This is an optimization exercise on Yosys and OpenROAD, whose aim is small area and a short achievable clock period, not a production implementation. The RTL was checked by simulation tests, not by an equivalence proof against the original design. The clock input has no modelled driver; a real chip could not lean on it and would need a root buffer or a full tree. Power figures rest on the tool's default switching activity, not on a simulated workload.

## alpha
Design ultrasonido, start of the top module:
module ultrasonido(clk, trig, echo, distancia, init, done);
For scale: about 230 cells after synthesis, ~61 flip-flops, ~14 I/O pins, ~2100 um^2 of cells after synthesis.
==> flow/config.mk <==
export PLATFORM = sky130hd
export DESIGN_NAME = ultrasonido
export DESIGN_NICKNAME = ultrasonido
export VERILOG_FILES = /design/flow/design.v
export SDC_FILE = /design/flow/constraint.sdc
export NUM_CORES = 4
export LEC_CHECK = 0
export CAP_MARGIN = 20
export CORE_MARGIN = 2
export CORE_UTILIZATION = 70
export SLEW_MARGIN = 20
export SYNTH_HIERARCHICAL = 1
==> flow/constraint.sdc <==
create_clock -name core_clock -period 18.0 [get_ports {clk}]
set_input_delay 3.6000 -clock core_clock [delete_from_list [all_inputs] [get_ports {clk}]]
set_output_delay 3.6000 -clock core_clock [all_outputs]
set_load 0.01 [all_outputs]
standard.sh (not shown) runs the stock make flow with config.mk's settings and CLKGATE_MAP_FILE= SYNTH_SCRIPT=/design/flow/synth_recipe.tcl, a recipe that flattens the netlist after the stock synthesis.
==> flow/flow/run.sh <==
#!/bin/bash
# The standard ORFS layout (standard.sh), in two runs of make:
#  1. synthesis to CTS, after which the clock tree is replaced by a few clock
#     buffers on the clock port (flow/post_cts.tcl, flow/clock_leaves.tcl);
#  2. global route to the end, with a larger setup margin for repair_timing.
set -e
export FLOW_FLOW_DIR=$PWD/flow
export FLOW_SYNTH_TCL=$PWD/synth_recipe.tcl
export FLOW_ABC_AREA_SCRIPT=$PWD/flow/abc_area_map.script
bash standard.sh BUFFER_PORTS_ARGS="-buffer_cell sky130_fd_sc_hd__buf_2" CTS_ARGS="-sink_clustering_enable -repair_clock_nets -dont_use_dummy_load" SETUP_SLACK_MARGIN=13.0 SYNTH_SCRIPT=$PWD/flow/area_synth_all.tcl POST_CTS_TCL=$PWD/flow/post_cts.tcl cts > standard_to_cts.log 2>&1
bash standard.sh BUFFER_PORTS_ARGS="-buffer_cell sky130_fd_sc_hd__buf_2" CTS_ARGS="-sink_clustering_enable -repair_clock_nets -dont_use_dummy_load" SETUP_SLACK_MARGIN=13.0 SETUP_SLACK_MARGIN=13.76 SYNTH_SCRIPT=$PWD/flow/area_synth_all.tcl POST_CTS_TCL=$PWD/flow/post_cts.tcl finish > standard_finish.log 2>&1
==> flow/flow/abc_area_map.script <==
strash
balance
rewrite
refactor
balance
rewrite -z
refactor -z
rewrite -z
balance
&get -n
&st
&syn2
&dch -f
&nf -a -R 1000 -p
&put
topo
Other scripts of this flow, unchanged in this note and not shown: flow/flow/area_synth_all.tcl, flow/flow/clock_leaves.tcl, flow/flow/post_cts.tcl
alpha ended with every stage complete and zero timing, DRC or antenna violations.
Inputs modified between alpha and beta:
diff --git a/flow/flow/run.sh b/flow/flow/run.sh
--- a/flow/flow/run.sh
+++ b/flow/flow/run.sh
@@ -9,3 +9,3 @@
 export FLOW_ABC_AREA_SCRIPT=$PWD/flow/abc_area_map.script
 bash standard.sh BUFFER_PORTS_ARGS="-buffer_cell sky130_fd_sc_hd__buf_2" CTS_ARGS="-sink_clustering_enable -repair_clock_nets -dont_use_dummy_load" SETUP_SLACK_MARGIN=13.0 SYNTH_SCRIPT=$PWD/flow/area_synth_all.tcl POST_CTS_TCL=$PWD/flow/post_cts.tcl cts > standard_to_cts.log 2>&1
-bash standard.sh BUFFER_PORTS_ARGS="-buffer_cell sky130_fd_sc_hd__buf_2" CTS_ARGS="-sink_clustering_enable -repair_clock_nets -dont_use_dummy_load" SETUP_SLACK_MARGIN=13.0 SETUP_SLACK_MARGIN=13.76 SYNTH_SCRIPT=$PWD/flow/area_synth_all.tcl POST_CTS_TCL=$PWD/flow/post_cts.tcl finish > standard_finish.log 2>&1
+bash standard.sh BUFFER_PORTS_ARGS="-buffer_cell sky130_fd_sc_hd__buf_2" CTS_ARGS="-sink_clustering_enable -repair_clock_nets -dont_use_dummy_load" SETUP_SLACK_MARGIN=13.0 SETUP_SLACK_MARGIN=13.7 SYNTH_SCRIPT=$PWD/flow/area_synth_all.tcl POST_CTS_TCL=$PWD/flow/post_cts.tcl finish > standard_finish.log 2>&1
==> run notes <==
From beta to alpha, placeable core area did not move at all. The setup clock skew after layout was comparable across alpha and beta. beta -> alpha: portion of total power attributed to sequential cells flat. Looking at setup slack after layout across alpha and beta, the one that comes out lower is beta. alpha → beta: share of total power in combinational logic decreased by 0.4 points relative to the old numbers; flip-flop and latch count ~0 delta. Arrival time of the worst setup path | beta above alpha. Post-layout minimum cycle time deteriorates in beta relative to alpha.
Input-level comparison between gamma and beta:
- changing CORE_UTILIZATION from 70 to 75
==> run notes <==
On gamma: worst setup slack is 0.039 ns lower than what beta gave.
gamma completed end to end with timing, DRC and antenna clean.
Diff beta -> gamma | switching share of total power | increase of 0.39 points
~same cell area after layout in beta and gamma
### gamma -> delta
- swapping 75 for 70 in CORE_UTILIZATION
==> flow/flow/abc_area_map.script <==
strash
balance
rewrite
refactor
balance
rewrite -z
refactor -z
rewrite -z
balance
&get -n
&st
&dch -f
&nf -a -R 1000
&put
topo
- Portion of the clock cycle consumed by the worst path in the final layout: gamma vs delta, no meaningful difference
- On floorplan core area, gamma beats delta.
- Total length of routed met2 wires was higher in the run labelled gamma.
- Going from gamma to delta, worst setup slack grows by 0.024 ns.
- On clock skew: between gamma and delta, it ends up higher for delta.
- The higher combinational power came out of gamma.
- | register-to-register slack | lower: gamma |
- Across both runs, vias after detailed routing was higher for delta than for gamma.
- Going from gamma to delta, the final non-filler cell area was found to have gone up by about 0.7%.
- In terms of overall power of the completed layout, delta and gamma differ only marginally.
No run of this note takes its clock network from TritonCTS; it comes from the design's own scripts or RTL.

## port drivers added, routing unchanged
Ports are ideal in the flow. The routed layouts listed here were re-timed in OpenROAD. Step 1 sets driving cells, clkbuf_16 on the clock port and buf_2 on the other inputs (assumed; they add their load-dependent delay and slew). Step 2 also shifts input and output timing later by t, the mid clock arrival at the registers, as if the neighbouring blocks saw the same clock. Three values: ideal, step 1, step 2; two values: the first two.
| run | t (ns) | setup WS [ns] | clock arrival spread, ns | slew at the worst register clock pin (ns) |
|---|---|---|---|---|
| alpha | 0.172 | 13.790 / 13.739 / 13.650 | 0.006 / 0.006 | 0.09 / 0.09 |
| beta | 0.172 | 13.764 / 13.723 / 13.625 | 0.007 / 0.007 | 0.09 / 0.09 |
| gamma | 0.169 | 13.725 / 13.677 / 13.624 | 0.013 / 0.012 | 0.10 / 0.10 |
| delta | 0.176 | 13.749 / 13.697 / 13.618 | 0.019 / 0.019 | 0.11 / 0.11 |
After both steps setup and hold are still met in every run listed. For alpha, which loses most, drivers alone change the setup slack by -0.051 ns; drivers and shift together by -0.140 ns.
